This design comes from an exercise in tuning for small area and a short achievable clock period on the open sky130 flow, not from production work.
Function was checked by simulation only, so behaviour that the tests miss may differ from the original.
Power is estimated from default activity; no workload was simulated.

==> flow/design.v (outline; a module is shown in full before it is edited, if it fits) <==
// module fp32_mul: 1273 lines
// module fp32_mul_fa: 7 lines
// module fp32_mul_ha: 7 lines
module fp32_mul (
    input wire          clk         ,
    input wire          rst_n       ,
    input wire [31:0]   a           ,        
    input wire [31:0]   b           ,        
    input wire          in_valid    ,        
    output reg          out_valid   ,        
    output reg [31:0]   result               
);
  // ...
==> flow/run.sh <==
#!/bin/bash
# synth_recipe.tcl (not shown) runs the flow's synth.tcl, then flattens the netlist and writes it again
# the make line also repeats each setting of config.mk as NAME=value (left out here)
make -C /OpenROAD-flow-scripts/flow DESIGN_CONFIG=/design/flow/config.mk WORK_HOME=/design/flow/orfs CLKGATE_MAP_FILE= SYNTH_SCRIPT=/design/flow/synth_recipe.tcl finish
==> flow/config.mk <==
export PLATFORM = sky130hd
export DESIGN_NAME = fp32_mul
export DESIGN_NICKNAME = fp32_mul
export VERILOG_FILES = /design/flow/design.v
export SDC_FILE = /design/flow/constraint.sdc
export NUM_CORES = 4
export LEC_CHECK = 0
export ABC_AREA = 1
export CAP_MARGIN = 20
export CORE_MARGIN = 2
export CORE_UTILIZATION = 40
export SETUP_SLACK_MARGIN = 5
export SLEW_MARGIN = 20
export SYNTH_HIERARCHICAL = 1
export SYNTH_MINIMUM_KEEP_SIZE = 0
==> flow/constraint.sdc <==
create_clock -name core_clock -period 10.0 [get_ports {clk}]
set_input_delay 2.0000 -clock core_clock [delete_from_list [all_inputs] [get_ports {clk}]]
set_output_delay 2.0000 -clock core_clock [all_outputs]
set_load 0.01 [all_outputs]
==> implementation parameters, run 1 <==
Parameter                              Value

Global route
  Global routing met3 resource utilization ... under 10%
  M2 GR Usage ... around two fifths

Pwr
  Cell internal pwr ... between 3000 and 4000 uW
  Pwr/cell area ... between 300 and 400 mW/mm2
  Leak ... 0.0107 uW
  P_comb ... slightly below 6000 uW
  Sequential fraction of design power ... 14.4%

Synthesis
  Adder and majority gate portion of the synthesized area ... a little under a third
  Number of storage elements in the synthesis netlist ... about 180
  Cell with the most instances after synthesis ... nand2_1

Worst setup path
  CP Launch Point ... s1_yf[1]
  FF-to-FF setup slack ... 5060 ps
  Type of destination of the critical path ... flop
  Family with the most delay on the worst path ... adder cells

Routing
  Wl on met1 ... approximately 28000 um
  Highest metal layer with signal wires ... met5
  Average wire per cell in the routed design ... roughly 21 um

Min path
  WHS Endpoint ... s2_sign

Finish
  Net count of the finished layout ... around 3200
  Sequential cell area share ... between 10% and 20%
  Max FFs per register ... 52
  Nonclk inv count ... between 200 and 300
  Registers with the most flip-flops ... s2_hb (52), result (32)

Clock network
  Clock Root Buffer ... clkbuf_16
  Insertion delay to the later sink of the worst-skew pair ... approximately 480 ps

Placement
  Total of buffers placed on input and output ports ... slightly below 100

Status
  Status ... finished clean

STA
  Post-route clock period utilization ... 49.4%
==> run 2: changes to the inputs <==
--- a/flow/design.v
+++ b/flow/design.v
@@ -21,117 +21,289 @@
     wire b_zero = b_e0 & b_f0;
     wire a_inf  = a_e1 & a_f0;
     wire b_inf  = b_e1 & b_f0;
     wire a_nan  = a_e1 & ~a_f0;
     wire b_nan  = b_e1 & ~b_f0;
     wire c_nan  = a_nan | b_nan | (a_inf & b_zero) | (b_inf & a_zero);
     wire c_inf  = a_inf | b_inf;
     wire c_zero = a_zero | b_zero | (a_e0 & b_e0);
-    function [4:0] lzc24;
-        input [23:0] v;
-        integer k;
-        begin
-            lzc24 = 5'd0;
-            for (k = 0; k < 24; k = k + 1)
-                if (v[k]) lzc24 = 5'd23 - k[4:0];
-        end
-    endfunction
-    function [4:0] tzc24;
-        input [23:0] v;
-        integer k;
-        begin
-            tzc24 = 5'd23;
-            for (k = 22; k >= 0; k = k - 1)
-                if (v[k]) tzc24 = k[4:0];
-        end
-    endfunction
-    wire        swap = b_e0;
-    wire [22:0] xf   = swap ? fb : fa;
-    wire [22:0] yf   = swap ? fa : fb;
-    wire [4:0]  lza  = lzc24({~a_e0, fa});
-    wire [4:0]  lzb  = lzc24({~b_e0, fb});
-    wire [4:0]  xsh  = swap ? lzb : lza;
-    wire [3:0]  xsh_r = 4'b0001 << xsh[1:0];
-    wire [5:0]  xsh_q = 6'b000001 << xsh[4:2];
+    wire [23:0] ma = {~a_e0, fa};
+    wire [23:0] mb = {~b_e0, fb};
+    wire [5:0]  qsa, qsb;
+    wire [3:0]  rsa, rsb;
+    wire [23:0] ca, cb;
+    wire [22:0] asf, bsf;
+    assign qsa[0] = (|ma[23:20]);
+    assign qsa[1] = (|ma[19:16]) & ~(|ma[23:20]);
+    assign qsa[2] = (|ma[15:12]) & ~(|ma[23:20]) & ~(|ma[19:16]);
+    assign qsa[3] = (|ma[11:8]) & ~(|ma[23:20]) & ~(|ma[19:16]) & ~(|ma[15:12]);
+    assign qsa[4] = (|ma[7:4]) & ~(|ma[23:20]) & ~(|ma[19:16]) & ~(|ma[15:12]) & ~(|ma[11:8]);
+    assign qsa[5] = (|ma[3:0]) & ~(|ma[23:20]) & ~(|ma[19:16]) & ~(|ma[15:12]) & ~(|ma[11:8]) & ~(|ma[7:4]);
+    assign ca[0] = (qsa[0] & ma[0]);
+    assign ca[1] = (qsa[0] & ma[1]);
+    assign ca[2] = (qsa[0] & ma[2]);
+    assign ca[3] = (qsa[0] & ma[3]);
+    assign ca[4] = (qsa[0] & ma[4]) | (qsa[1] & ma[0]);
+    assign ca[5] = (qsa[0] & ma[5]) | (qsa[1] & ma[1]);
+    assign ca[6] = (qsa[0] & ma[6]) | (qsa[1] & ma[2]);
+    assign ca[7] = (qsa[0] & ma[7]) | (qsa[1] & ma[3]);
+    assign ca[8] = (qsa[0] & ma[8]) | (qsa[1] & ma[4]) | (qsa[2] & ma[0]);
+    assign ca[9] = (qsa[0] & ma[9]) | (qsa[1] & ma[5]) | (qsa[2] & ma[1]);
+    assign ca[10] = (qsa[0] & ma[10]) | (qsa[1] & ma[6]) | (qsa[2] & ma[2]);
+    assign ca[11] = (qsa[0] & ma[11]) | (qsa[1] & ma[7]) | (qsa[2] & ma[3]);
+    assign ca[12] = (qsa[0] & ma[12]) | (qsa[1] & ma[8]) | (qsa[2] & ma[4]) | (qsa[3] & ma[0]);
+    assign ca[13] = (qsa[0] & ma[13]) | (qsa[1] & ma[9]) | (qsa[2] & ma[5]) | (qsa[3] & ma[1]);
+    assign ca[14] = (qsa[0] & ma[14]) | (qsa[1] & ma[10]) | (qsa[2] & ma[6]) | (qsa[3] & ma[2]);
+    assign ca[15] = (qsa[0] & ma[15]) | (qsa[1] & ma[11]) | (qsa[2] & ma[7]) | (qsa[3] & ma[3]);
+    assign ca[16] = (qsa[0] & ma[16]) | (qsa[1] & ma[12]) | (qsa[2] & ma[8]) | (qsa[3] & ma[4]) | (qsa[4] & ma[0]);
+    assign ca[17] = (qsa[0] & ma[17]) | (qsa[1] & ma[13]) | (qsa[2] & ma[9]) | (qsa[3] & ma[5]) | (qsa[4] & ma[1]);
+    assign ca[18] = (qsa[0] & ma[18]) | (qsa[1] & ma[14]) | (qsa[2] & ma[10]) | (qsa[3] & ma[6]) | (qsa[4] & ma[2]);
+    assign ca[19] = (qsa[0] & ma[19]) | (qsa[1] & ma[15]) | (qsa[2] & ma[11]) | (qsa[3] & ma[7]) | (qsa[4] & ma[3]);
+    assign ca[20] = (qsa[0] & ma[20]) | (qsa[1] & ma[16]) | (qsa[2] & ma[12]) | (qsa[3] & ma[8]) | (qsa[4] & ma[4]) | (qsa[5] & ma[0]);
+    assign ca[21] = (qsa[0] & ma[21]) | (qsa[1] & ma[17]) | (qsa[2] & ma[13]) | (qsa[3] & ma[9]) | (qsa[4] & ma[5]) | (qsa[5] & ma[1]);
+    assign ca[22] = (qsa[0] & ma[22]) | (qsa[1] & ma[18]) | (qsa[2] & ma[14]) | (qsa[3] & ma[10]) | (qsa[4] & ma[6]) | (qsa[5] & ma[2]);
+    assign ca[23] = (qsa[0] & ma[23]) | (qsa[1] & ma[19]) | (qsa[2] & ma[15]) | (qsa[3] & ma[11]) | (qsa[4] & ma[7]) | (qsa[5] & ma[3]);
+    assign rsa[0] = ca[23];
+    assign rsa[1] = ~ca[23] & ca[22];
+    assign rsa[2] = ~ca[23] & ~ca[22] & ca[21];
+    assign rsa[3] = ~ca[23] & ~ca[22] & ~ca[21];
+    assign asf[0] = (rsa[0] & ca[0]);
+    assign asf[1] = (rsa[0] & ca[1]) | (rsa[1] & ca[0]);
+    assign asf[2] = (rsa[0] & ca[2]) | (rsa[1] & ca[1]) | (rsa[2] & ca[0]);
+    assign asf[3] = (rsa[0] & ca[3]) | (rsa[1] & ca[2]) | (rsa[2] & ca[1]) | (rsa[3] & ca[0]);
+    assign asf[4] = (rsa[0] & ca[4]) | (rsa[1] & ca[3]) | (rsa[2] & ca[2]) | (rsa[3] & ca[1]);
+    assign asf[5] = (rsa[0] & ca[5]) | (rsa[1] & ca[4]) | (rsa[2] & ca[3]) | (rsa[3] & ca[2]);
+    assign asf[6] = (rsa[0] & ca[6]) | (rsa[1] & ca[5]) | (rsa[2] & ca[4]) | (rsa[3] & ca[3]);
+    assign asf[7] = (rsa[0] & ca[7]) | (rsa[1] & ca[6]) | (rsa[2] & ca[5]) | (rsa[3] & ca[4]);
+    assign asf[8] = (rsa[0] & ca[8]) | (rsa[1] & ca[7]) | (rsa[2] & ca[6]) | (rsa[3] & ca[5]);
+    assign asf[9] = (rsa[0] & ca[9]) | (rsa[1] & ca[8]) | (rsa[2] & ca[7]) | (rsa[3] & ca[6]);
+    assign asf[10] = (rsa[0] & ca[10]) | (rsa[1] & ca[9]) | (rsa[2] & ca[8]) | (rsa[3] & ca[7]);
+    assign asf[11] = (rsa[0] & ca[11]) | (rsa[1] & ca[10]) | (rsa[2] & ca[9]) | (rsa[3] & ca[8]);
+    assign asf[12] = (rsa[0] & ca[12]) | (rsa[1] & ca[11]) | (rsa[2] & ca[10]) | (rsa[3] & ca[9]);
+    assign asf[13] = (rsa[0] & ca[13]) | (rsa[1] & ca[12]) | (rsa[2] & ca[11]) | (rsa[3] & ca[10]);
+    assign asf[14] = (rsa[0] & ca[14]) | (rsa[1] & ca[13]) | (rsa[2] & ca[12]) | (rsa[3] & ca[11]);
+    assign asf[15] = (rsa[0] & ca[15]) | (rsa[1] & ca[14]) | (rsa[2] & ca[13]) | (rsa[3] & ca[12]);
+    assign asf[16] = (rsa[0] & ca[16]) | (rsa[1] & ca[15]) | (rsa[2] & ca[14]) | (rsa[3] & ca[13]);
+    assign asf[17] = (rsa[0] & ca[17]) | (rsa[1] & ca[16]) | (rsa[2] & ca[15]) | (rsa[3] & ca[14]);
+    assign asf[18] = (rsa[0] & ca[18]) | (rsa[1] & ca[17]) | (rsa[2] & ca[16]) | (rsa[3] & ca[15]);
+    assign asf[19] = (rsa[0] & ca[19]) | (rsa[1] & ca[18]) | (rsa[2] & ca[17]) | (rsa[3] & ca[16]);
+    assign asf[20] = (rsa[0] & ca[20]) | (rsa[1] & ca[19]) | (rsa[2] & ca[18]) | (rsa[3] & ca[17]);
+    assign asf[21] = (rsa[0] & ca[21]) | (rsa[1] & ca[20]) | (rsa[2] & ca[19]) | (rsa[3] & ca[18]);
+    assign asf[22] = (rsa[0] & ca[22]) | (rsa[1] & ca[21]) | (rsa[2] & ca[20]) | (rsa[3] & ca[19]);
+    assign qsb[0] = (|mb[23:20]);
+    assign qsb[1] = (|mb[19:16]) & ~(|mb[23:20]);
+    assign qsb[2] = (|mb[15:12]) & ~(|mb[23:20]) & ~(|mb[19:16]);
+    assign qsb[3] = (|mb[11:8]) & ~(|mb[23:20]) & ~(|mb[19:16]) & ~(|mb[15:12]);
+    assign qsb[4] = (|mb[7:4]) & ~(|mb[23:20]) & ~(|mb[19:16]) & ~(|mb[15:12]) & ~(|mb[11:8]);
+    assign qsb[5] = (|mb[3:0]) & ~(|mb[23:20]) & ~(|mb[19:16]) & ~(|mb[15:12]) & ~(|mb[11:8]) & ~(|mb[7:4]);
+    assign cb[0] = (qsb[0] & mb[0]);
+    assign cb[1] = (qsb[0] & mb[1]);
+    assign cb[2] = (qsb[0] & mb[2]);
+    assign cb[3] = (qsb[0] & mb[3]);
+    assign cb[4] = (qsb[0] & mb[4]) | (qsb[1] & mb[0]);
+    assign cb[5] = (qsb[0] & mb[5]) | (qsb[1] & mb[1]);
+    assign cb[6] = (qsb[0] & mb[6]) | (qsb[1] & mb[2]);
+    assign cb[7] = (qsb[0] & mb[7]) | (qsb[1] & mb[3]);
+    assign cb[8] = (qsb[0] & mb[8]) | (qsb[1] & mb[4]) | (qsb[2] & mb[0]);
+    assign cb[9] = (qsb[0] & mb[9]) | (qsb[1] & mb[5]) | (qsb[2] & mb[1]);
+    assign cb[10] = (qsb[0] & mb[10]) | (qsb[1] & mb[6]) | (qsb[2] & mb[2]);
+    assign cb[11] = (qsb[0] & mb[11]) | (qsb[1] & mb[7]) | (qsb[2] & mb[3]);
+    assign cb[12] = (qsb[0] & mb[12]) | (qsb[1] & mb[8]) | (qsb[2] & mb[4]) | (qsb[3] & mb[0]);
+    assign cb[13] = (qsb[0] & mb[13]) | (qsb[1] & mb[9]) | (qsb[2] & mb[5]) | (qsb[3] & mb[1]);
+    assign cb[14] = (qsb[0] & mb[14]) | (qsb[1] & mb[10]) | (qsb[2] & mb[6]) | (qsb[3] & mb[2]);
+    assign cb[15] = (qsb[0] & mb[15]) | (qsb[1] & mb[11]) | (qsb[2] & mb[7]) | (qsb[3] & mb[3]);
+    assign cb[16] = (qsb[0] & mb[16]) | (qsb[1] & mb[12]) | (qsb[2] & mb[8]) | (qsb[3] & mb[4]) | (qsb[4] & mb[0]);
+    assign cb[17] = (qsb[0] & mb[17]) | (qsb[1] & mb[13]) | (qsb[2] & mb[9]) | (qsb[3] & mb[5]) | (qsb[4] & mb[1]);
+    assign cb[18] = (qsb[0] & mb[18]) | (qsb[1] & mb[14]) | (qsb[2] & mb[10]) | (qsb[3] & mb[6]) | (qsb[4] & mb[2]);
+    assign cb[19] = (qsb[0] & mb[19]) | (qsb[1] & mb[15]) | (qsb[2] & mb[11]) | (qsb[3] & mb[7]) | (qsb[4] & mb[3]);
+    assign cb[20] = (qsb[0] & mb[20]) | (qsb[1] & mb[16]) | (qsb[2] & mb[12]) | (qsb[3] & mb[8]) | (qsb[4] & mb[4]) | (qsb[5] & mb[0]);
+    assign cb[21] = (qsb[0] & mb[21]) | (qsb[1] & mb[17]) | (qsb[2] & mb[13]) | (qsb[3] & mb[9]) | (qsb[4] & mb[5]) | (qsb[5] & mb[1]);
+    assign cb[22] = (qsb[0] & mb[22]) | (qsb[1] & mb[18]) | (qsb[2] & mb[14]) | (qsb[3] & mb[10]) | (qsb[4] & mb[6]) | (qsb[5] & mb[2]);
+    assign cb[23] = (qsb[0] & mb[23]) | (qsb[1] & mb[19]) | (qsb[2] & mb[15]) | (qsb[3] & mb[11]) | (qsb[4] & mb[7]) | (qsb[5] & mb[3]);
+    assign rsb[0] = cb[23];
+    assign rsb[1] = ~cb[23] & cb[22];
+    assign rsb[2] = ~cb[23] & ~cb[22] & cb[21];
+    assign rsb[3] = ~cb[23] & ~cb[22] & ~cb[21];
+    assign bsf[0] = (rsb[0] & cb[0]);
+    assign bsf[1] = (rsb[0] & cb[1]) | (rsb[1] & cb[0]);
+    assign bsf[2] = (rsb[0] & cb[2]) | (rsb[1] & cb[1]) | (rsb[2] & cb[0]);
+    assign bsf[3] = (rsb[0] & cb[3]) | (rsb[1] & cb[2]) | (rsb[2] & cb[1]) | (rsb[3] & cb[0]);
+    assign bsf[4] = (rsb[0] & cb[4]) | (rsb[1] & cb[3]) | (rsb[2] & cb[2]) | (rsb[3] & cb[1]);
+    assign bsf[5] = (rsb[0] & cb[5]) | (rsb[1] & cb[4]) | (rsb[2] & cb[3]) | (rsb[3] & cb[2]);
+    assign bsf[6] = (rsb[0] & cb[6]) | (rsb[1] & cb[5]) | (rsb[2] & cb[4]) | (rsb[3] & cb[3]);
+    assign bsf[7] = (rsb[0] & cb[7]) | (rsb[1] & cb[6]) | (rsb[2] & cb[5]) | (rsb[3] & cb[4]);
+    assign bsf[8] = (rsb[0] & cb[8]) | (rsb[1] & cb[7]) | (rsb[2] & cb[6]) | (rsb[3] & cb[5]);
+    assign bsf[9] = (rsb[0] & cb[9]) | (rsb[1] & cb[8]) | (rsb[2] & cb[7]) | (rsb[3] & cb[6]);
+    assign bsf[10] = (rsb[0] & cb[10]) | (rsb[1] & cb[9]) | (rsb[2] & cb[8]) | (rsb[3] & cb[7]);
+    assign bsf[11] = (rsb[0] & cb[11]) | (rsb[1] & cb[10]) | (rsb[2] & cb[9]) | (rsb[3] & cb[8]);
+    assign bsf[12] = (rsb[0] & cb[12]) | (rsb[1] & cb[11]) | (rsb[2] & cb[10]) | (rsb[3] & cb[9]);
+    assign bsf[13] = (rsb[0] & cb[13]) | (rsb[1] & cb[12]) | (rsb[2] & cb[11]) | (rsb[3] & cb[10]);
+    assign bsf[14] = (rsb[0] & cb[14]) | (rsb[1] & cb[13]) | (rsb[2] & cb[12]) | (rsb[3] & cb[11]);
+    assign bsf[15] = (rsb[0] & cb[15]) | (rsb[1] & cb[14]) | (rsb[2] & cb[13]) | (rsb[3] & cb[12]);
+    assign bsf[16] = (rsb[0] & cb[16]) | (rsb[1] & cb[15]) | (rsb[2] & cb[14]) | (rsb[3] & cb[13]);
+    assign bsf[17] = (rsb[0] & cb[17]) | (rsb[1] & cb[16]) | (rsb[2] & cb[15]) | (rsb[3] & cb[14]);
+    assign bsf[18] = (rsb[0] & cb[18]) | (rsb[1] & cb[17]) | (rsb[2] & cb[16]) | (rsb[3] & cb[15]);
+    assign bsf[19] = (rsb[0] & cb[19]) | (rsb[1] & cb[18]) | (rsb[2] & cb[17]) | (rsb[3] & cb[16]);
+    assign bsf[20] = (rsb[0] & cb[20]) | (rsb[1] & cb[19]) | (rsb[2] & cb[18]) | (rsb[3] & cb[17]);
+    assign bsf[21] = (rsb[0] & cb[21]) | (rsb[1] & cb[20]) | (rsb[2] & cb[19]) | (rsb[3] & cb[18]);
+    assign bsf[22] = (rsb[0] & cb[22]) | (rsb[1] & cb[21]) | (rsb[2] & cb[20]) | (rsb[3] & cb[19]);
+    wire [4:0]  lza = {qsa[4] | qsa[5], qsa[2] | qsa[3], qsa[1] | qsa[3] | qsa[5],
+                       rsa[2] | rsa[3], rsa[1] | rsa[3]};
+    wire [4:0]  lzb = {qsb[4] | qsb[5], qsb[2] | qsb[3], qsb[1] | qsb[3] | qsb[5],
+                       rsb[2] | rsb[3], rsb[1] | rsb[3]};
     reg         s1_valid;
     reg [22:0]  s1_xf, s1_yf;
-    reg [3:0]   s1_xsh_r;
-    reg [5:0]   s1_xsh_q;
     reg [8:0]   s1_esum;
+    reg [4:0]   s1_lz;
     reg         s1_sign, s1_nan, s1_inf, s1_zero;
     always @(posedge clk or negedge rst_n) begin
         if (!rst_n) s1_valid <= 1'b0;
         else        s1_valid <= in_valid;
     end
     always @(posedge clk) begin
-        s1_xf    <= xf;
-        s1_yf    <= yf;
-        s1_xsh_r <= xsh_r;
-        s1_xsh_q <= xsh_q;
+        s1_xf    <= asf;
+        s1_yf    <= bsf;
         s1_esum  <= {1'b0, ea[7:1], ea[0] | a_e0} + {1'b0, eb[7:1], eb[0] | b_e0};
+        s1_lz    <= lza | lzb;
         s1_sign  <= a[31] ^ b[31];
         s1_nan   <= c_nan;
         s1_inf   <= c_inf;
         s1_zero  <= c_zero;
     end
-    wire [22:0] xs4, xsf;
-    assign xs4[0] = (s1_xsh_r[0] & s1_xf[0]);
-    assign xs4[1] = (s1_xsh_r[0] & s1_xf[1]) | (s1_xsh_r[1] & s1_xf[0]);
-    assign xs4[2] = (s1_xsh_r[0] & s1_xf[2]) | (s1_xsh_r[1] & s1_xf[1]) | (s1_xsh_r[2] & s1_xf[0]);
-    assign xs4[3] = (s1_xsh_r[0] & s1_xf[3]) | (s1_xsh_r[1] & s1_xf[2]) | (s1_xsh_r[2] & s1_xf[1]) | (s1_xsh_r[3] & s1_xf[0]);
-    assign xs4[4] = (s1_xsh_r[0] & s1_xf[4]) | (s1_xsh_r[1] & s1_xf[3]) | (s1_xsh_r[2] & s1_xf[2]) | (s1_xsh_r[3] & s1_xf[1]);
-    assign xs4[5] = (s1_xsh_r[0] & s1_xf[5]) | (s1_xsh_r[1] & s1_xf[4]) | (s1_xsh_r[2] & s1_xf[3]) | (s1_xsh_r[3] & s1_xf[2]);
-    assign xs4[6] = (s1_xsh_r[0] & s1_xf[6]) | (s1_xsh_r[1] & s1_xf[5]) | (s1_xsh_r[2] & s1_xf[4]) | (s1_xsh_r[3] & s1_xf[3]);
-    assign xs4[7] = (s1_xsh_r[0] & s1_xf[7]) | (s1_xsh_r[1] & s1_xf[6]) | (s1_xsh_r[2] & s1_xf[5]) | (s1_xsh_r[3] & s1_xf[4]);
-    assign xs4[8] = (s1_xsh_r[0] & s1_xf[8]) | (s1_xsh_r[1] & s1_xf[7]) | (s1_xsh_r[2] & s1_xf[6]) | (s1_xsh_r[3] & s1_xf[5]);
-    assign xs4[9] = (s1_xsh_r[0] & s1_xf[9]) | (s1_xsh_r[1] & s1_xf[8]) | (s1_xsh_r[2] & s1_xf[7]) | (s1_xsh_r[3] & s1_xf[6]);
-    assign xs4[10] = (s1_xsh_r[0] & s1_xf[10]) | (s1_xsh_r[1] & s1_xf[9]) | (s1_xsh_r[2] & s1_xf[8]) | (s1_xsh_r[3] & s1_xf[7]);
-    assign xs4[11] = (s1_xsh_r[0] & s1_xf[11]) | (s1_xsh_r[1] & s1_xf[10]) | (s1_xsh_r[2] & s1_xf[9]) | (s1_xsh_r[3] & s1_xf[8]);
-    assign xs4[12] = (s1_xsh_r[0] & s1_xf[12]) | (s1_xsh_r[1] & s1_xf[11]) | (s1_xsh_r[2] & s1_xf[10]) | (s1_xsh_r[3] & s1_xf[9]);
-    assign xs4[13] = (s1_xsh_r[0] & s1_xf[13]) | (s1_xsh_r[1] & s1_xf[12]) | (s1_xsh_r[2] & s1_xf[11]) | (s1_xsh_r[3] & s1_xf[10]);
-    assign xs4[14] = (s1_xsh_r[0] & s1_xf[14]) | (s1_xsh_r[1] & s1_xf[13]) | (s1_xsh_r[2] & s1_xf[12]) | (s1_xsh_r[3] & s1_xf[11]);
-    assign xs4[15] = (s1_xsh_r[0] & s1_xf[15]) | (s1_xsh_r[1] & s1_xf[14]) | (s1_xsh_r[2] & s1_xf[13]) | (s1_xsh_r[3] & s1_xf[12]);
-    assign xs4[16] = (s1_xsh_r[0] & s1_xf[16]) | (s1_xsh_r[1] & s1_xf[15]) | (s1_xsh_r[2] & s1_xf[14]) | (s1_xsh_r[3] & s1_xf[13]);
-    assign xs4[17] = (s1_xsh_r[0] & s1_xf[17]) | (s1_xsh_r[1] & s1_xf[16]) | (s1_xsh_r[2] & s1_xf[15]) | (s1_xsh_r[3] & s1_xf[14]);
-    assign xs4[18] = (s1_xsh_r[0] & s1_xf[18]) | (s1_xsh_r[1] & s1_xf[17]) | (s1_xsh_r[2] & s1_xf[16]) | (s1_xsh_r[3] & s1_xf[15]);
-    assign xs4[19] = (s1_xsh_r[0] & s1_xf[19]) | (s1_xsh_r[1] & s1_xf[18]) | (s1_xsh_r[2] & s1_xf[17]) | (s1_xsh_r[3] & s1_xf[16]);
-    assign xs4[20] = (s1_xsh_r[0] & s1_xf[20]) | (s1_xsh_r[1] & s1_xf[19]) | (s1_xsh_r[2] & s1_xf[18]) | (s1_xsh_r[3] & s1_xf[17]);
-    assign xs4[21] = (s1_xsh_r[0] & s1_xf[21]) | (s1_xsh_r[1] & s1_xf[20]) | (s1_xsh_r[2] & s1_xf[19]) | (s1_xsh_r[3] & s1_xf[18]);
-    assign xs4[22] = (s1_xsh_r[0] & s1_xf[22]) | (s1_xsh_r[1] & s1_xf[21]) | (s1_xsh_r[2] & s1_xf[20]) | (s1_xsh_r[3] & s1_xf[19]);
-    assign xsf[0] = (s1_xsh_q[0] & xs4[0]);
-    assign xsf[1] = (s1_xsh_q[0] & xs4[1]);
-    assign xsf[2] = (s1_xsh_q[0] & xs4[2]);
-    assign xsf[3] = (s1_xsh_q[0] & xs4[3]);
-    assign xsf[4] = (s1_xsh_q[0] & xs4[4]) | (s1_xsh_q[1] & xs4[0]);
-    assign xsf[5] = (s1_xsh_q[0] & xs4[5]) | (s1_xsh_q[1] & xs4[1]);
-    assign xsf[6] = (s1_xsh_q[0] & xs4[6]) | (s1_xsh_q[1] & xs4[2]);
-    assign xsf[7] = (s1_xsh_q[0] & xs4[7]) | (s1_xsh_q[1] & xs4[3]);
-    assign xsf[8] = (s1_xsh_q[0] & xs4[8]) | (s1_xsh_q[1] & xs4[4]) | (s1_xsh_q[2] & xs4[0]);
-    assign xsf[9] = (s1_xsh_q[0] & xs4[9]) | (s1_xsh_q[1] & xs4[5]) | (s1_xsh_q[2] & xs4[1]);
-    assign xsf[10] = (s1_xsh_q[0] & xs4[10]) | (s1_xsh_q[1] & xs4[6]) | (s1_xsh_q[2] & xs4[2]);
-    assign xsf[11] = (s1_xsh_q[0] & xs4[11]) | (s1_xsh_q[1] & xs4[7]) | (s1_xsh_q[2] & xs4[3]);
-    assign xsf[12] = (s1_xsh_q[0] & xs4[12]) | (s1_xsh_q[1] & xs4[8]) | (s1_xsh_q[2] & xs4[4]) | (s1_xsh_q[3] & xs4[0]);
-    assign xsf[13] = (s1_xsh_q[0] & xs4[13]) | (s1_xsh_q[1] & xs4[9]) | (s1_xsh_q[2] & xs4[5]) | (s1_xsh_q[3] & xs4[1]);
-    assign xsf[14] = (s1_xsh_q[0] & xs4[14]) | (s1_xsh_q[1] & xs4[10]) | (s1_xsh_q[2] & xs4[6]) | (s1_xsh_q[3] & xs4[2]);
-    assign xsf[15] = (s1_xsh_q[0] & xs4[15]) | (s1_xsh_q[1] & xs4[11]) | (s1_xsh_q[2] & xs4[7]) | (s1_xsh_q[3] & xs4[3]);
-    assign xsf[16] = (s1_xsh_q[0] & xs4[16]) | (s1_xsh_q[1] & xs4[12]) | (s1_xsh_q[2] & xs4[8]) | (s1_xsh_q[3] & xs4[4]) | (s1_xsh_q[4] & xs4[0]);
-    assign xsf[17] = (s1_xsh_q[0] & xs4[17]) | (s1_xsh_q[1] & xs4[13]) | (s1_xsh_q[2] & xs4[9]) | (s1_xsh_q[3] & xs4[5]) | (s1_xsh_q[4] & xs4[1]);
-    assign xsf[18] = (s1_xsh_q[0] & xs4[18]) | (s1_xsh_q[1] & xs4[14]) | (s1_xsh_q[2] & xs4[10]) | (s1_xsh_q[3] & xs4[6]) | (s1_xsh_q[4] & xs4[2]);
-    assign xsf[19] = (s1_xsh_q[0] & xs4[19]) | (s1_xsh_q[1] & xs4[15]) | (s1_xsh_q[2] & xs4[11]) | (s1_xsh_q[3] & xs4[7]) | (s1_xsh_q[4] & xs4[3]);
-    assign xsf[20] = (s1_xsh_q[0] & xs4[20]) | (s1_xsh_q[1] & xs4[16]) | (s1_xsh_q[2] & xs4[12]) | (s1_xsh_q[3] & xs4[8]) | (s1_xsh_q[4] & xs4[4]) | (s1_xsh_q[5] & xs4[0]);
-    assign xsf[21] = (s1_xsh_q[0] & xs4[21]) | (s1_xsh_q[1] & xs4[17]) | (s1_xsh_q[2] & xs4[13]) | (s1_xsh_q[3] & xs4[9]) | (s1_xsh_q[4] & xs4[5]) | (s1_xsh_q[5] & xs4[1]);
-    assign xsf[22] = (s1_xsh_q[0] & xs4[22]) | (s1_xsh_q[1] & xs4[18]) | (s1_xsh_q[2] & xs4[14]) | (s1_xsh_q[3] & xs4[10]) | (s1_xsh_q[4] & xs4[6]) | (s1_xsh_q[5] & xs4[2]);
-    wire [23:0] xn  = {1'b1, xsf};
+    wire [23:0] xn  = {1'b1, s1_xf};
     wire [23:0] yn  = {1'b1, s1_yf};
-    wire [4:0]  s1_sh = {s1_xsh_q[4] | s1_xsh_q[5], s1_xsh_q[2] | s1_xsh_q[3],
-                       s1_xsh_q[1] | s1_xsh_q[3] | s1_xsh_q[5],
-                       s1_xsh_r[2] | s1_xsh_r[3], s1_xsh_r[1] | s1_xsh_r[3]};
-    wire [9:0]  e1 = {1'b0, s1_esum} - 10'd127 - {5'd0, s1_sh};
-    wire [5:0]  tzs = {1'b0, tzc24(xn)} + {1'b0, tzc24(yn)};
+    wire [9:0]  e1  = {1'b0, s1_esum} - 10'd127 - {5'd0, s1_lz};
+    wire [31:0] tzx_v = {8'hff, xn};
+    wire tzx_a0_0 = tzx_v[0] | tzx_v[1];
+    wire [0:0] tzx_z0_0 = ~tzx_v[0];
+    wire tzx_a0_1 = tzx_v[2] | tzx_v[3];
+    wire [0:0] tzx_z0_1 = ~tzx_v[2];
+    wire tzx_a0_2 = tzx_v[4] | tzx_v[5];
+    wire [0:0] tzx_z0_2 = ~tzx_v[4];
+    wire tzx_a0_3 = tzx_v[6] | tzx_v[7];
+    wire [0:0] tzx_z0_3 = ~tzx_v[6];
+    wire tzx_a0_4 = tzx_v[8] | tzx_v[9];
+    wire [0:0] tzx_z0_4 = ~tzx_v[8];
+    wire tzx_a0_5 = tzx_v[10] | tzx_v[11];
+    wire [0:0] tzx_z0_5 = ~tzx_v[10];
+    wire tzx_a0_6 = tzx_v[12] | tzx_v[13];
+    wire [0:0] tzx_z0_6 = ~tzx_v[12];
+    wire tzx_a0_7 = tzx_v[14] | tzx_v[15];
+    wire [0:0] tzx_z0_7 = ~tzx_v[14];
+    wire tzx_a0_8 = tzx_v[16] | tzx_v[17];
+    wire [0:0] tzx_z0_8 = ~tzx_v[16];
+    wire tzx_a0_9 = tzx_v[18] | tzx_v[19];
+    wire [0:0] tzx_z0_9 = ~tzx_v[18];
+    wire tzx_a0_10 = tzx_v[20] | tzx_v[21];
+    wire [0:0] tzx_z0_10 = ~tzx_v[20];
+    wire tzx_a0_11 = tzx_v[22] | tzx_v[23];
+    wire [0:0] tzx_z0_11 = ~tzx_v[22];
+    wire tzx_a0_12 = tzx_v[24] | tzx_v[25];
+    wire [0:0] tzx_z0_12 = ~tzx_v[24];
+    wire tzx_a0_13 = tzx_v[26] | tzx_v[27];
+    wire [0:0] tzx_z0_13 = ~tzx_v[26];
+    wire tzx_a0_14 = tzx_v[28] | tzx_v[29];
+    wire [0:0] tzx_z0_14 = ~tzx_v[28];
+    wire tzx_a0_15 = tzx_v[30] | tzx_v[31];
+    wire [0:0] tzx_z0_15 = ~tzx_v[30];
+    wire tzx_a1_0 = tzx_a0_0 | tzx_a0_1;
+    wire [1:0] tzx_z1_0 = tzx_a0_0 ? {1'b0, tzx_z0_0} : {1'b1, tzx_z0_1};
+    wire tzx_a1_1 = tzx_a0_2 | tzx_a0_3;
+    wire [1:0] tzx_z1_1 = tzx_a0_2 ? {1'b0, tzx_z0_2} : {1'b1, tzx_z0_3};
+    wire tzx_a1_2 = tzx_a0_4 | tzx_a0_5;
+    wire [1:0] tzx_z1_2 = tzx_a0_4 ? {1'b0, tzx_z0_4} : {1'b1, tzx_z0_5};
+    wire tzx_a1_3 = tzx_a0_6 | tzx_a0_7;
+    wire [1:0] tzx_z1_3 = tzx_a0_6 ? {1'b0, tzx_z0_6} : {1'b1, tzx_z0_7};
+    wire tzx_a1_4 = tzx_a0_8 | tzx_a0_9;
+    wire [1:0] tzx_z1_4 = tzx_a0_8 ? {1'b0, tzx_z0_8} : {1'b1, tzx_z0_9};
+    wire tzx_a1_5 = tzx_a0_10 | tzx_a0_11;
+    wire [1:0] tzx_z1_5 = tzx_a0_10 ? {1'b0, tzx_z0_10} : {1'b1, tzx_z0_11};
+    wire tzx_a1_6 = tzx_a0_12 | tzx_a0_13;
+    wire [1:0] tzx_z1_6 = tzx_a0_12 ? {1'b0, tzx_z0_12} : {1'b1, tzx_z0_13};
+    wire tzx_a1_7 = tzx_a0_14 | tzx_a0_15;
+    wire [1:0] tzx_z1_7 = tzx_a0_14 ? {1'b0, tzx_z0_14} : {1'b1, tzx_z0_15};
+    wire tzx_a2_0 = tzx_a1_0 | tzx_a1_1;
+    wire [2:0] tzx_z2_0 = tzx_a1_0 ? {1'b0, tzx_z1_0} : {1'b1, tzx_z1_1};
+    wire tzx_a2_1 = tzx_a1_2 | tzx_a1_3;
+    wire [2:0] tzx_z2_1 = tzx_a1_2 ? {1'b0, tzx_z1_2} : {1'b1, tzx_z1_3};
+    wire tzx_a2_2 = tzx_a1_4 | tzx_a1_5;
+    wire [2:0] tzx_z2_2 = tzx_a1_4 ? {1'b0, tzx_z1_4} : {1'b1, tzx_z1_5};
+    wire tzx_a2_3 = tzx_a1_6 | tzx_a1_7;
+    wire [2:0] tzx_z2_3 = tzx_a1_6 ? {1'b0, tzx_z1_6} : {1'b1, tzx_z1_7};
+    wire tzx_a3_0 = tzx_a2_0 | tzx_a2_1;
+    wire [3:0] tzx_z3_0 = tzx_a2_0 ? {1'b0, tzx_z2_0} : {1'b1, tzx_z2_1};
+    wire tzx_a3_1 = tzx_a2_2 | tzx_a2_3;
+    wire [3:0] tzx_z3_1 = tzx_a2_2 ? {1'b0, tzx_z2_2} : {1'b1, tzx_z2_3};
+    wire tzx_a4_0 = tzx_a3_0 | tzx_a3_1;
+    wire [4:0] tzx_z4_0 = tzx_a3_0 ? {1'b0, tzx_z3_0} : {1'b1, tzx_z3_1};
+    wire [31:0] tzy_v = {8'hff, yn};
+    wire tzy_a0_0 = tzy_v[0] | tzy_v[1];
+    wire [0:0] tzy_z0_0 = ~tzy_v[0];
+    wire tzy_a0_1 = tzy_v[2] | tzy_v[3];
+    wire [0:0] tzy_z0_1 = ~tzy_v[2];
+    wire tzy_a0_2 = tzy_v[4] | tzy_v[5];
+    wire [0:0] tzy_z0_2 = ~tzy_v[4];
+    wire tzy_a0_3 = tzy_v[6] | tzy_v[7];
+    wire [0:0] tzy_z0_3 = ~tzy_v[6];
+    wire tzy_a0_4 = tzy_v[8] | tzy_v[9];
+    wire [0:0] tzy_z0_4 = ~tzy_v[8];
+    wire tzy_a0_5 = tzy_v[10] | tzy_v[11];
+    wire [0:0] tzy_z0_5 = ~tzy_v[10];
+    wire tzy_a0_6 = tzy_v[12] | tzy_v[13];
+    wire [0:0] tzy_z0_6 = ~tzy_v[12];
+    wire tzy_a0_7 = tzy_v[14] | tzy_v[15];
+    wire [0:0] tzy_z0_7 = ~tzy_v[14];
+    wire tzy_a0_8 = tzy_v[16] | tzy_v[17];
+    wire [0:0] tzy_z0_8 = ~tzy_v[16];
+    wire tzy_a0_9 = tzy_v[18] | tzy_v[19];
+    wire [0:0] tzy_z0_9 = ~tzy_v[18];
+    wire tzy_a0_10 = tzy_v[20] | tzy_v[21];
+    wire [0:0] tzy_z0_10 = ~tzy_v[20];
+    wire tzy_a0_11 = tzy_v[22] | tzy_v[23];
+    wire [0:0] tzy_z0_11 = ~tzy_v[22];
+    wire tzy_a0_12 = tzy_v[24] | tzy_v[25];
+    wire [0:0] tzy_z0_12 = ~tzy_v[24];
+    wire tzy_a0_13 = tzy_v[26] | tzy_v[27];
+    wire [0:0] tzy_z0_13 = ~tzy_v[26];
+    wire tzy_a0_14 = tzy_v[28] | tzy_v[29];
+    wire [0:0] tzy_z0_14 = ~tzy_v[28];
+    wire tzy_a0_15 = tzy_v[30] | tzy_v[31];
+    wire [0:0] tzy_z0_15 = ~tzy_v[30];
+    wire tzy_a1_0 = tzy_a0_0 | tzy_a0_1;
+    wire [1:0] tzy_z1_0 = tzy_a0_0 ? {1'b0, tzy_z0_0} : {1'b1, tzy_z0_1};
+    wire tzy_a1_1 = tzy_a0_2 | tzy_a0_3;
+    wire [1:0] tzy_z1_1 = tzy_a0_2 ? {1'b0, tzy_z0_2} : {1'b1, tzy_z0_3};
+    wire tzy_a1_2 = tzy_a0_4 | tzy_a0_5;
+    wire [1:0] tzy_z1_2 = tzy_a0_4 ? {1'b0, tzy_z0_4} : {1'b1, tzy_z0_5};
+    wire tzy_a1_3 = tzy_a0_6 | tzy_a0_7;
+    wire [1:0] tzy_z1_3 = tzy_a0_6 ? {1'b0, tzy_z0_6} : {1'b1, tzy_z0_7};
+    wire tzy_a1_4 = tzy_a0_8 | tzy_a0_9;
+    wire [1:0] tzy_z1_4 = tzy_a0_8 ? {1'b0, tzy_z0_8} : {1'b1, tzy_z0_9};
+    wire tzy_a1_5 = tzy_a0_10 | tzy_a0_11;
+    wire [1:0] tzy_z1_5 = tzy_a0_10 ? {1'b0, tzy_z0_10} : {1'b1, tzy_z0_11};
+    wire tzy_a1_6 = tzy_a0_12 | tzy_a0_13;
+    wire [1:0] tzy_z1_6 = tzy_a0_12 ? {1'b0, tzy_z0_12} : {1'b1, tzy_z0_13};
+    wire tzy_a1_7 = tzy_a0_14 | tzy_a0_15;
+    wire [1:0] tzy_z1_7 = tzy_a0_14 ? {1'b0, tzy_z0_14} : {1'b1, tzy_z0_15};
+    wire tzy_a2_0 = tzy_a1_0 | tzy_a1_1;
+    wire [2:0] tzy_z2_0 = tzy_a1_0 ? {1'b0, tzy_z1_0} : {1'b1, tzy_z1_1};
+    wire tzy_a2_1 = tzy_a1_2 | tzy_a1_3;
+    wire [2:0] tzy_z2_1 = tzy_a1_2 ? {1'b0, tzy_z1_2} : {1'b1, tzy_z1_3};
+    wire tzy_a2_2 = tzy_a1_4 | tzy_a1_5;
+    wire [2:0] tzy_z2_2 = tzy_a1_4 ? {1'b0, tzy_z1_4} : {1'b1, tzy_z1_5};
+    wire tzy_a2_3 = tzy_a1_6 | tzy_a1_7;
+    wire [2:0] tzy_z2_3 = tzy_a1_6 ? {1'b0, tzy_z1_6} : {1'b1, tzy_z1_7};
+    wire tzy_a3_0 = tzy_a2_0 | tzy_a2_1;
+    wire [3:0] tzy_z3_0 = tzy_a2_0 ? {1'b0, tzy_z2_0} : {1'b1, tzy_z2_1};
+    wire tzy_a3_1 = tzy_a2_2 | tzy_a2_3;
+    wire [3:0] tzy_z3_1 = tzy_a2_2 ? {1'b0, tzy_z2_2} : {1'b1, tzy_z2_3};
+    wire tzy_a4_0 = tzy_a3_0 | tzy_a3_1;
+    wire [4:0] tzy_z4_0 = tzy_a3_0 ? {1'b0, tzy_z3_0} : {1'b1, tzy_z3_1};
+    wire [5:0]  tzs = {1'b0, tzx_z4_0[4:0]} + {1'b0, tzy_z4_0[4:0]};
     wire        sticky = (tzs < 6'd22);
     wire [24:0] yx = {yn, 1'b0};
     wire [11:0] one, two, neg;
     genvar gi;
     generate
         for (gi = 0; gi < 12; gi = gi + 1) begin : g_booth
             assign one[gi] = yx[2*gi+1] ^ yx[2*gi];
             assign two[gi] = (yx[2*gi+2] & ~yx[2*gi+1] & ~yx[2*gi]) |
==> flow/flow/run.sh (new file) <==
#!/bin/bash
# The standard layout (standard.sh), with the ports buffered by buf_2 cells
# instead of the default delay buffers. Synthesis is unchanged.
set -euo pipefail
bash standard.sh BUFFER_PORTS_ARGS="-buffer_cell sky130_fd_sc_hd__buf_2" finish > flow_make.log 2>&1
==> flow/standard.sh (new file) <==
#!/bin/bash
# synth_recipe.tcl (not shown) runs the flow's synth.tcl, then flattens the netlist and writes it again
# the make line also repeats each setting of config.mk as NAME=value (left out here)
make -C /OpenROAD-flow-scripts/flow DESIGN_CONFIG=/design/flow/config.mk WORK_HOME=/design/flow/orfs CLKGATE_MAP_FILE= SYNTH_SCRIPT=/design/flow/synth_recipe.tcl "${@:-finish}"
removed: flow/run.sh
==> run 2 against run 1 <==
  * Core utilization shrank 3.6 points
  * Power shrank 1.9%
  * Flip-flop and latch count shrank 5
  * Count of clock-buffer cells in the layout is the same
  * Routed wire length shrank 0.36%
  * Critical endpoint is now s2_lg[5]
==> implementation parameters, run 2 <==
Parameter                              Value

Routing
  Wl on met1 ... 30000 um (was 28400 um)
  Met2 layer wire length in the routed design ... 31200 um (was 31600 um)
  Routed via count divided by cell count ... 5.80 (was 5.69)
  WL final ... 70400 um (was 70600 um)
  Detailed-router iteration count before antenna repair ... 6 (unchanged)
  Total via count in the routed design ... 20100 (was 19600)
  Average wire per cell in the routed design ... 20.3 um (was 20.5 um)
  Remaining DRCs ... 0 (unchanged)
  Post-DRT Antenna Nets ... 0 (unchanged)
  Met3 layer wire length in the routed design ... 6440 um (was 6760 um)
  DRT iter0 DRCs ... 2117 (was 1642)
  Highest metal layer with signal wires ... met4 (was met5)

Floorplanning
  Count of standard-cell rows ... 85 (was 84)
  Number of primary I/O pins ... 100 (unchanged)
  Vertical extent of the die ... 238 um (was 235 um)
  Die width ... 238 um (was 235 um)
  Initial Utilization ... 40.6% (was 40.5%)
  Area of the core region ... 0.0541 mm2 (was 0.0526 mm2)
  Die area ... 0.0569 mm2 (was 0.0550 mm2)

Placement
  Total of buffers placed on input and output ports ... 99 (unchanged)
  GPL Wtd Cong ... 0.935 (was 0.909)
  Detail Placement HPWL ... 50400 um (was 49500 um)

Job
  Max_cap viols ... 0 (unchanged)

Global route
  Overall global routing resource usage ... 24.8% (was 25.6%)
  Total overflow reported by the global router ... 0 (unchanged)
  Antenna violations before repair ... 1 (was 2)
  First-pass GRT wire length ... 110000 um (was 108000 um)
  Largest net degree at the start of global routing ... 32 (was 78)
  Vias in the first global route ... 19700 (was 19400)

Status
  Status ... finished clean (unchanged)

Worst setup path
  Cells along the critical path ... buf_4, inv_1, nand2_1, nand2_1, nand2_1, buf_4, o22ai_1, xor2_1, fa_1, fa_1, fa_1, fa_1, fa_1, ha_1, a21o_1 (was nand2_1, o221ai_1, fa_1, fa_1, fa_1, fa_1, fa_1, ha_1, a21oi_1, o21ai_0)
  Start-to-end type of the worst setup path ... flop to flop (unchanged)
  Type of destination of the critical path ... flop (unchanged)
  Endpoint arrival time on the critical path ... 5300 ps (was 5310 ps)
  Maximum fanout along the worst path ... 29 (was 22)
  Startpoint kind of the worst setup timing path ... flop (unchanged)
  Library cell appearing most often on the critical path ... fa_1 (unchanged)
  Delay of the slowest critical-path stage ... 520 ps (was 720 ps)
  Required time reported for the critical path endpoint ... 10400 ps (was 10370 ps)
  Reg2Reg Depth ... 15 (was 10)
  Cell with the largest stage delay on the worst path ... fa_1 (was dfxtp_1)

Clock network
  CTS max path bufs ... 2 (unchanged)
  Number of H-tree levels ... 4 (unchanged)
  Insertion delay to the later sink of the worst-skew pair ... 500 ps (was 480 ps)
  Clock-pin slew reported for the worst setup and hold paths after clock tree synthesis ... 80 ps (about the same)
  Number of sinks driven by the clock tree ... 177 (was 182)
  Number of buffers created by CTS ... 17 (unchanged)
  Post-CTS setup buffer count ... 0 (was 31)
  TritonCTS clock tree ... built (unchanged)
  Clock Root Buffer ... clkbuf_16 (unchanged)

Finish
  Area of the multi-input gates ... 0.0168 mm2 (was 0.0164 mm2)
  Fraction of final layout cells sized beyond drive strength 1 ... 10.1% (was 11.5%)
  Biggest register ... s2_hb (unchanged)
  Leading cell types in the layout, fill and taps excluded ... nand2_1 (499), o22ai_1 (288), xor2_1 (281) (was nand2_1 (418), xor2_1 (266), fa_1 (266))
  Registers with the most flip-flops ... s2_hb (52), result (32) (unchanged)
  Final core utilization ... 43.8% (was 47.4%)
  Register area ... 0.00356 mm2 (was 0.00368 mm2)
  Count of inserted antenna diode cells ... 0 (unchanged)
  Most frequent standard cell in the layout excluding fill and tap cells ... nand2_1 (unchanged)
  Net count of the finished layout ... 3211 (was 3186)
  Max FFs per register ... 52 (unchanged)
  Count of filler cells inserted in the layout ... 5316 (was 5079)
  Layout Area Growth over Synthesis ... 7.78% (was 17.2%)

Synthesis
  Xor/xnor share of the synthesized area ... 11.5% (was 11.8%)
  Simple-gate area share of the yosys netlist ... 19.3% (was 15.7%)
  Adder and majority gate portion of the synthesized area ... 30.7% (was 31.8%)
  Sequential fraction of the synthesis area ... 16.2% (was 17.2%)
  Post-synthesis mux area share ... 0% (unchanged)
  Cell types with the highest counts after synthesis ... nand2_1 (506), o22ai_1 (288), xor2_1 (281), inv_1 (271), fa_1 (268) (was nand2_1 (420), fa_1 (268), xor2_1 (268), inv_1 (259), o22ai_1 (239))
  Prevailing post-synth register cell ... dfxtp_1 (unchanged)
  Ys async rst share ... 1.69% (was 1.65%)
  Portion of synthesized cell area occupied by the leading cell type ... 24.4% (was 25.2%)
  Synth area leaders ... fa_1 (24%), dfxtp_1 (16%), xor2_1 (11%) (was fa_1 (25%), dfxtp_1 (17%), xor2_1 (11%))
  Cell count after synthesis ... 2756 (was 2624)
  Dominant combinational cell family by area after synthesis ... adder cells (unchanged)
  Number of synthesized flops with an enable pin ... 0 (unchanged)
  Cell with the most instances after synthesis ... nand2_1 (unchanged)
  Cell taking the most area after synthesis ... fa_1 (unchanged)
  Cell area after synthesis ... 0.0220 mm2 (was 0.0213 mm2)
  Distinct cell type count of the synthesized netlist ... 51 (was 57)
  Synth Area per Inst ... 7.98 um2 (was 8.10 um2)
  Compound-gate portion of the synthesized area ... 14.4% (was 15.8%)
  Number of warnings printed during yosys synthesis ... 7 (unchanged)
  Number of storage elements in the synthesis netlist ... 177 (was 182)

STA
  Worst Tran Pin Value ... 1170 ps (was 949 ps)
  Max Clk Rate ... 204 MHz (was 202 MHz)
  Unrepaired setup endpoints after global routing ... true (unchanged)
  Setup violation total in the final timing report ... 0 (unchanged)
  Worst slew slack as a fraction of its limit ... 21.8% (was 36.6%)
  Post-route clock period utilization ... 49.0% (was 49.4%)
  Number of pins with negative max-slew slack in the final report ... 0 (unchanged)
  Worst Hold Slack ... 330 ps (was 328 ps)
  Final number of hold-violating endpoints ... 0 (unchanged)
  Clock period minus final worst setup slack ... 4900 ps (was 4940 ps)
  Final sum of negative setup slack ... 0 ps (unchanged)
  Post-route clock skew ... 20.2 ps (was 13.4 ps)

Pwr
  Peak supply drop ... 0.000218 V (was 0.000155 V)
  Leak ... 0.0105 uW (was 0.0107 uW)
  Pwr/cell area ... 321 mW/mm2 (was 311 mW/mm2)

Min path
  Number of stages on the worst hold path ... 0 (unchanged)
  Classification of the worst-slack hold path ... flop to flop (unchanged)
[run 2: cell types whose count changed in the layout (fill, tap and decap cells not counted), moves of 51 or more]
cell	before	now
nand2_1	418	499
o22ai_1	237	288
o21ai_0	121	68
buf_2	1	99
buf_4	109	38
clkdlybuf4s50_1	99	0
[run 2: stage by stage]
step	setup slack, ps	total power (uW)	instances	area (um2)
6_report	5100	7610	3475	23700
3_5_place_dp	4810	6880	3442	23100
5_1_grt	4980	8450	3475	23700
2_1_floorplan	5560	5310	2767	22000
4_1_cts	5070	7600	3475	23700
3_3_place_gp	4640	6760	3442	23100
[run 2: path summary, 6_finish.rpt]
path | from | endpoint | slack, ps
min in group asynchronous | rst_n | out_valid | 1280
min reg2reg | s1_nan | s2_nan | 330
max reg2reg | s1_yf[5] | s2_lg[5] | 5100
max | s1_yf[5] | s2_lg[5] | 5100
max in group asynchronous | rst_n | s1_valid | 8620
min | s1_nan | s2_nan | 330
[run 2: Yosys stat by module, one instance, submodules excluded]
module	cells inside	flops+latches	area [um2]	copies in the design
fp32_mul	2460	177	16300	1
fp32_mul_ha	1	0	12.5	32
fp32_mul_fa	1	0	20.0	264
[run 2: repair_timing]
item	4_1_cts	5_1_grt
gates resized for setup	6	5
hold buffers	0	0
gates cloned	1	0
setup endpoints to repair	3	5
[run 2: layout make-up]
cell class | instances | area share, %
Timing Repair inverter | 1 | 0.0211
Tap cell | 696 | 3.67
Clock buffer | 18 | 1.81
Inverter | 296 | 4.70
Sequential cell | 177 | 15.0
Clock inverter | 14 | 0.686
Timing Repair Buffer | 138 | 3.34
Multi-Input combinational cell | 2135 | 70.7
[run 2: routing by layer]
layer	GRT usage, %	vias to the layer above
li1	-	9210
met1	32.9	9596
met2	39.0	1100
met3	5.59	239
met4	10.5	0
met5	0	-
[run 2: kinds of logic after synthesis]
kind of cell	count (synthesis)
AOI/OAI and AO/OA	513
xor gates and xnor gates	289
adders and majority gates	378
buffers and inverters	455
DFF	177
other	2
and+or+nand+nor	942
[run 2: worst max-delay path, delay by kind of cell (launching register included)]
kind	cells	cell delay, ps
compound gates	2	320
xor+xnor	1	190
fa+ha+maj	6	2640
buf+inv	3	980
flops	1	310
simple gates	3	340
[run 2: report_power, final]
group	internal, uW	leakage (uW)	switching (uW)
clock	335	0.000282	353
sequential	992	0.00149	95.6
combinational	2280	0.00872	3550
total	3610	0.0105	4000
==> run 3: changes to the inputs <==
==> flow/run.sh (new file) <==
#!/bin/bash
# synth_recipe.tcl (not shown) runs the flow's synth.tcl, then flattens the netlist and writes it again
# the make line also repeats each setting of config.mk as NAME=value (left out here)
make -C /OpenROAD-flow-scripts/flow DESIGN_CONFIG=/design/flow/config.mk WORK_HOME=/design/flow/orfs CLKGATE_MAP_FILE= SYNTH_SCRIPT=/design/flow/synth_recipe.tcl finish
removed: flow/flow/run.sh
removed: flow/standard.sh
==> run 3 against run 2 <==
  * Global-route usage up 0.056 points
  * Still clean
  * Fmax up 0.86%
  * Synthesized cell count unchanged
  * Non-clock buffer count down 2
  * Flip-flop and latch count unchanged
  * Largest power group unchanged
  * Final cell count about the same
  * Clock skew up 10 ps
  * Critical path type is now input pin to flop
==> implementation parameters, run 3 <==
Parameter                              Value

Status
  Status ... finished clean (unchanged)

Synthesis
  Number of synthesized flops with an enable pin ... 0 (unchanged)
  Cell count after synthesis ... 2756 (unchanged)
  Cell with the most instances after synthesis ... nand2_1 (unchanged)
  Portion of synthesized cell area occupied by the leading cell type ... 24.4% (unchanged)
  Sequential fraction of the synthesis area ... 16.2% (unchanged)
  Cell taking the most area after synthesis ... fa_1 (unchanged)
  Cell area after synthesis ... 0.0220 mm2 (unchanged)
  Number of warnings printed during yosys synthesis ... 7 (unchanged)
  Cell types with the highest counts after synthesis ... nand2_1 (506), o22ai_1 (288), xor2_1 (281), inv_1 (271), fa_1 (268) (unchanged)
  Number of storage elements in the synthesis netlist ... 177 (unchanged)
  Prevailing post-synth register cell ... dfxtp_1 (unchanged)
  Distinct cell type count of the synthesized netlist ... 51 (unchanged)
  Synth Area per Inst ... 7.98 um2 (unchanged)
  Synth area leaders ... fa_1 (24%), dfxtp_1 (16%), xor2_1 (11%) (unchanged)
  Ys async rst share ... 1.69% (unchanged)

Finish
  Registers with the most flip-flops ... s2_hb (52), result (32) (unchanged)
  Most frequent standard cell in the layout excluding fill and tap cells ... nand2_1 (unchanged)
  Non-Filler Instances ... 3474 (was 3475)
  Layout Area Growth over Synthesis ... 10.5% (was 7.78%)
  Count of inserted antenna diode cells ... 0 (unchanged)
  Max FFs per register ... 52 (unchanged)
  Fraction of final layout cells sized beyond drive strength 1 ... 6.80% (was 10.1%)
  Net count of the finished layout ... 3210 (was 3211)
  Biggest register ... s2_hb (unchanged)
  Leading cell types in the layout, fill and taps excluded ... nand2_1 (496), o22ai_1 (288), xor2_1 (281) (was nand2_1 (499), o22ai_1 (288), xor2_1 (281))
  Final Instance Area ... 0.0243 mm2 (was 0.0237 mm2)

Min path
  Number of stages on the worst hold path ... 0 (unchanged)
  WHS Endpoint ... s2_zero (was s2_nan)
  Hold Path Origin ... s1_zero (was s1_nan)
  Classification of the worst-slack hold path ... flop to flop (unchanged)

Global route
  Total overflow reported by the global router ... 0 (unchanged)
  Vias in the first global route ... 20100 (was 19700)
  Largest net degree at the start of global routing ... 32 (unchanged)
  Overall global routing resource usage ... 24.9% (was 24.8%)
  First-pass GRT wire length ... 110000 um (about the same)
  Antenna violations before repair ... 3 (was 1)

Job
  Max_cap viols ... 0 (unchanged)

Pwr
  Leak ... 0.0105 uW (about the same)
  Pwr/cell area ... 316 mW/mm2 (was 321 mW/mm2)
  Peak supply drop ... 0.000228 V (was 0.000218 V)

Clock network
  TritonCTS clock tree ... built (unchanged)
  Insertion delay to the later sink of the worst-skew pair ... 510 ps (was 500 ps)
  Number of sinks driven by the clock tree ... 177 (unchanged)
  Clock-pin slew reported for the worst setup and hold paths after clock tree synthesis ... 80 ps (about the same)
  Number of H-tree levels ... 4 (unchanged)
  Clock Root Buffer ... clkbuf_16 (unchanged)
  Number of buffers created by CTS ... 17 (unchanged)
  CTS max path bufs ... 2 (unchanged)
  Number of hold buffers added after cts ... 0 (unchanged)

Routing
  WL final ... 70000 um (was 70400 um)
  Remaining DRCs ... 0 (unchanged)
  Average wire per cell in the routed design ... 20.1 um (was 20.3 um)
  Routed via count divided by cell count ... 5.78 (was 5.80)
  DRT iter0 DRCs ... 2093 (was 2117)
  Post-DRT Antenna Nets ... 0 (unchanged)
  Detailed-router iteration count before antenna repair ... 6 (unchanged)
  Total via count in the routed design ... 20100 (about the same)

Placement
  Total of buffers placed on input and output ports ... 99 (unchanged)
  Detail Placement HPWL ... 50000 um (was 50400 um)
  Cell area reported after detailed placement ... 0.0235 mm2 (was 0.0231 mm2)
  GPL Wtd Cong ... 0.945 (was 0.935)
  Total instance count after detailed placement ... 3436 (was 3442)

Floorplanning
  Number of primary I/O pins ... 100 (unchanged)
  Die area ... 0.0569 mm2 (unchanged)
  Vertical extent of the die ... 238 um (unchanged)
  Initial Utilization ... 40.6% (unchanged)
  Count of standard-cell rows ... 85 (unchanged)
  Die width ... 238 um (unchanged)
  Area of the core region ... 0.0541 mm2 (unchanged)

Worst setup path
  Endpoint arrival time on the critical path ... 5220 ps (was 5300 ps)
  Type of destination of the critical path ... flop (unchanged)
  Worst reg2reg path startpoint ... s1_yf[5] (unchanged)
  Startpoint kind of the worst setup timing path ... input pin (was flop)
  FF-to-FF setup slack ... 5150 ps (was 5100 ps)
  Start-to-end type of the worst setup path ... input pin to flop (was flop to flop)
  Maximum fanout along the worst path ... 23 (was 29)
  Worst reg2reg path endpoint ... s2_lg[5] (unchanged)
  Reg2Reg Depth ... 14 (was 15)
  Required time reported for the critical path endpoint ... 10370 ps (was 10400 ps)

STA
  Post-route clock period utilization ... 48.5% (was 49.0%)
  Final sum of negative setup slack ... 0 ps (unchanged)
  Max Clk Rate ... 206 MHz (was 204 MHz)
  Post-route clock skew ... 30.5 ps (was 20.2 ps)
  Final number of hold-violating endpoints ... 0 (unchanged)
  Unrepaired setup endpoints after global routing ... true (unchanged)
  Setup violation total in the final timing report ... 0 (unchanged)
  Worst slew slack as a fraction of its limit ... 21.2% (was 21.8%)
  Worst Tran Pin Value ... 1180 ps (was 1170 ps)
  Number of pins with negative max-slew slack in the final report ... 0 (unchanged)
  Clock period minus final worst setup slack ... 4850 ps (was 4900 ps)
## run 3: cell counts after synthesis
No cell type changed its count.
## run 3: area by class of cell
| cell class | instances | area (um2) |
|---|---|---|
| clock buffers | 17 | 425 |
| clock inverters | 15 | 213 |
| flip-flops and latches | 177 | 3560 |
| fillers | 5296 | 29800 |
| repair inverters | 1 | 5.00 |
| repair buffers | 136 | 1280 |
| well taps | 696 | 871 |
| multi-input cells | 2136 | 16800 |
| inverters | 296 | 1120 |
## run 3: power breakdown
group | internal, uW | total [uW] | leakage, uW | switching (uW)
combinational | 2350 | 5880 | 0.00869 | 3530
clock | 365 | 721 | 0.000305 | 356
sequential | 992 | 1090 | 0.00149 | 95.2
## run 3: cell families after synthesis
family                   Yosys count  synth area share, %
AND/OR/NAND/NOR                  942                 19.3
AO/OA/AOI/OAI                    513                 14.4
buffers and inverters            455                 7.92
adder cells (fa/ha/maj)          378                 30.7
XOR/XNOR                         289                 11.5
flip-flops                       177                 16.2
other                              2               0.0342
## run 3: worst max path at each step
stage	from	endpoint
after detailed placement	b[30]	s1_yf[1]
final	b[30]	s1_yf[14]
after global placement	b[24]	s1_yf[1]
after global routing	a[27]	s1_lz[0]
after floorplan	s1_yf[5]	s2_lg[5]
after CTS	s1_yf[5]	s2_lg[5]
## run 3: what timing repair did
item / CTS / global route
setup buffers: 0 / 4
endpoints found under the hold margin: 0 / 0
gates cloned: 1 / 1
setup endpoints to repair: 61 / 59
resized for setup: 11 / 18
pin swaps: 0 / 1
## run 3: Yosys stat by module, one instance, submodules excluded
| module | cells | copies in the design | cell area, um2 | flops+latches |
|---|---|---|---|---|
| fp32_mul | 2460 | 1 | 16300 | 177 |
| fp32_mul_fa | 1 | 264 | 20.0 | 0 |
| fp32_mul_ha | 1 | 32 | 12.5 | 0 |
## run 3: metrics by stage
stage          hold slack [ps]  setup slack, ps  total power, uW  util, %
3_3_place_gp               311             3810             6810     43.4
5_1_grt                    335             4940             8590     44.9
3_5_place_dp               312             4130             6940     43.4
2_1_floorplan              310             5560             5310        -
6_report                   328             5150             7690     44.9
4_1_cts                    330             4920             7700     44.7
## run 3: layer usage
| layer | wire, um | global-route usage, % |
|---|---|---|
| met1 | 28700 | 31.6 |
| met2 | 31200 | 39.6 |
| met3 | 7530 | 7.65 |
| met4 | 2520 | 9.58 |
| met5 | 21 | 0 |
## run 3: worst max-delay path, stage by stage
cell,delay [ps]
clkdlybuf4s50_1,470
nor2_1,110
nand2_1,70
nor2_1,240
inv_1,200
nor2_4,320
inv_1,200
nor2_1,300
nand3_1,220
o21ai_1,180
buf_4,290
inv_1,120
nand2_1,140
nor2_4,120
nand2_1,130
nand4_1,100
==> run 4: changes to the inputs <==
--- a/flow/config.mk
+++ b/flow/config.mk
@@ -9,5 +9,5 @@
 export CAP_MARGIN = 20
 export CORE_MARGIN = 2
-export CORE_UTILIZATION = 40
+export CORE_UTILIZATION = 60
 export SETUP_SLACK_MARGIN = 5
 export SLEW_MARGIN = 20
==> run 4 against run 3 <==
  * Via count increased by 2.3%
  * Power fell by 3.5%
  * Combinational power fell by 3.6%
  * Flip-flop and latch count unchanged
  * Die area is 33% lower
  * Clock power is 6.8% lower
  * Core utilization grew 21 points
==> implementation parameters, run 4 <==
Parameter                              Value

Worst setup path
  Worst reg2reg path endpoint ... s2_hb[17] (was s2_lg[5])
  Endpoint arrival time on the critical path ... 5220 ps (about the same)
  Worst reg2reg path startpoint ... s1_yf[21] (was s1_yf[5])
  Cell with the largest stage delay on the worst path ... inv_1 (was clkdlybuf4s50_1)
  FF-to-FF setup slack ... 5120 ps (was 5150 ps)
  Startpoint kind of the worst setup timing path ... flop (was input pin)
  Library cell appearing most often on the critical path ... fa_1
  Cells along the critical path ... buf_4, inv_1, ha_1, inv_1, o22ai_1, inv_1, fa_1, fa_1, fa_1, fa_1, fa_1 (was clkdlybuf4s50_1, nor2_1, nand2_1, nor2_1, inv_1, nor2_4, inv_1, nor2_1, nand3_1, o21ai_1, buf_4, inv_1, nand2_1, nor2_4, nand2_1, nand4_1)

Synthesis
  Xor/xnor share of the synthesized area ... 11.5% (unchanged)
  Number of storage elements in the synthesis netlist ... 177 (unchanged)
  Sequential fraction of the synthesis area ... 16.2% (unchanged)
  Cell area after synthesis ... 0.0220 mm2 (unchanged)
  Distinct cell type count of the synthesized netlist ... 51 (unchanged)
  Number of synthesized flops with an enable pin ... 0 (unchanged)
  Simple-gate area share of the yosys netlist ... 19.3% (unchanged)
  Number of warnings printed during yosys synthesis ... 7 (unchanged)
  Prevailing post-synth register cell ... dfxtp_1 (unchanged)
  Synth area leaders ... fa_1 (24%), dfxtp_1 (16%), xor2_1 (11%) (unchanged)
  Cell taking the most area after synthesis ... fa_1 (unchanged)
  Post-synthesis mux area share ... 0% (unchanged)

Min path
  Hold Path Origin ... s1_inf (was s1_zero)
  Number of stages on the worst hold path ... 0 (unchanged)
  WHS Endpoint ... s2_inf (was s2_zero)
  Classification of the worst-slack hold path ... flop to flop (unchanged)

Routing
  Detailed-router iteration count before antenna repair ... 6 (unchanged)
  DRT iter0 DRCs ... 2112 (was 2093)

Floorplanning
  Initial Utilization ... 60.5% (was 40.6%)
  Number of primary I/O pins ... 100 (unchanged)

STA
  Worst slew slack as a fraction of its limit ... 26.1% (was 21.2%)
  Number of pins with negative max-slew slack in the final report ... 0 (unchanged)
  Post-route clock skew ... 8.04 ps (was 30.5 ps)
  Setup violation total in the final timing report ... 0 (unchanged)
  Unrepaired setup endpoints after global routing ... false (was true)

Pwr
  Peak supply drop ... 0.000165 V (was 0.000228 V)
  Switching share of power ... 51.7% (was 51.8%)
  Sequential fraction of design power ... 14.6% (was 14.1%)
  Leak ... 0.0105 uW (about the same)
  Total power ... 7420 uW (was 7690 uW)
  Part of the total power dissipated in combinational logic ... 76.3% (was 76.5%)

Status
  Status ... finished clean (unchanged)

Finish
  Max FFs per register ... 52 (unchanged)
  Registers with the most flip-flops ... s2_hb (52), result (32) (unchanged)

Clock network
  Number of buffers created by CTS ... 17 (unchanged)
  Number of hold buffers added after cts ... 0 (unchanged)
  Clock Root Buffer ... clkbuf_16 (unchanged)
  Number of sinks driven by the clock tree ... 177 (unchanged)

Global route
  Overall global routing resource usage ... 36.4% (was 24.9%)

Job
  Max_cap viols ... 0 (unchanged)

Placement
  Detail Placement HPWL ... 50400 um (was 50000 um)
[run 4: metal layers]
layer | global-route usage [%] | wire length, um
met1 | 44.0 | 26200
met2 | 61.4 | 32600
met3 | 8.46 | 7100
met4 | 17.7 | 3120
met5 | 0 | 0
[run 4: final cells by class]
class,instances,area (um2),area share [%]
Timing Repair Buffer,149,1370,5.71
Multi-Input combinational cell,2136,16800,70.0
Clock inverter,14,160,0.665
Sequential cell,177,3560,14.8
Clock buffer,18,439,1.82
Inverter,296,1120,4.65
Tap cell,468,586,2.43
[run 4: per-stage QoR]
step | instances | setup WS [ps] | cell area (um2) | hold slack (ps)
after floorplan | 2767 | 5560 | 22000 | 310
after global placement | 3214 | 3510 | 23300 | 311
after detailed placement | 3215 | 3620 | 23300 | 313
after CTS | 3251 | 5010 | 24000 | 332
after global routing | 3258 | 4990 | 24100 | 339
final | 3258 | 5120 | 24100 | 330
[run 4: what timing repair did]
item                                    CTS  global route
endpoints found under the setup margin   51            50
setup buffers                             3             7
gates cloned                              1             0
resized for setup                        16            15
pin swaps                                 1             2
[run 4: cells by family (layout without fill, tap and decap cells)]
logic type	after synthesis	in the layout
simple gates	942	943
compound gates	513	513
buf+inv	455	477
fa+ha+maj	378	378
xor+xnor	289	289
flops	177	177
other cells	2	13
[run 4: worst max-delay path by stage]
| stage | slack [ps] | to | cells after the start |
|---|---|---|---|
| after floorplan | 5560 | s2_lg[5] | 15 |
| after global placement | 3510 | s1_yf[1] | 14 |
| after detailed placement | 3620 | s1_yf[4] | 17 |
| after CTS | 5010 | s2_lg[5] | 13 |
| after global routing | 4990 | s2_lp[4] | 14 |
| final | 5120 | s2_hb[17] | 11 |
[run 4: worst max-delay path: cells and delay by family, from the launching register on]
family | cells | cell delay, ps
compound gates | 1 | 150
buf+inv | 4 | 1510
flops | 1 | 310
fa+ha+maj | 6 | 2750
[run 4: power by group through the flow]
stage | logic, uW | clock network (uW) | registers [uW]
2_1_floorplan | 4210 | 0 | 1100
3_3_place_gp | 5410 | 0 | 1090
3_5_place_dp | 5610 | 0 | 1100
4_1_cts | 5650 | 682 | 1080
5_1_grt | 6470 | 706 | 1100
6_report | 5670 | 672 | 1080
[run 4: modules after synthesis (local to each module, per instance)]
module,times used,area [um2],cells,flip-flops and latches
fp32_mul,1,16300,2460,177
fp32_mul_fa,264,20.0,1,0
fp32_mul_ha,32,12.5,1,0

Check on run 4: ideal ports give 5.121 ns setup slack; a clkbuf_16 on the clock port and buf_2 on the inputs give 5.121 ns; moving port delays by the midpoint clock arrival (0.519 ns) as well gives 4.695 ns.
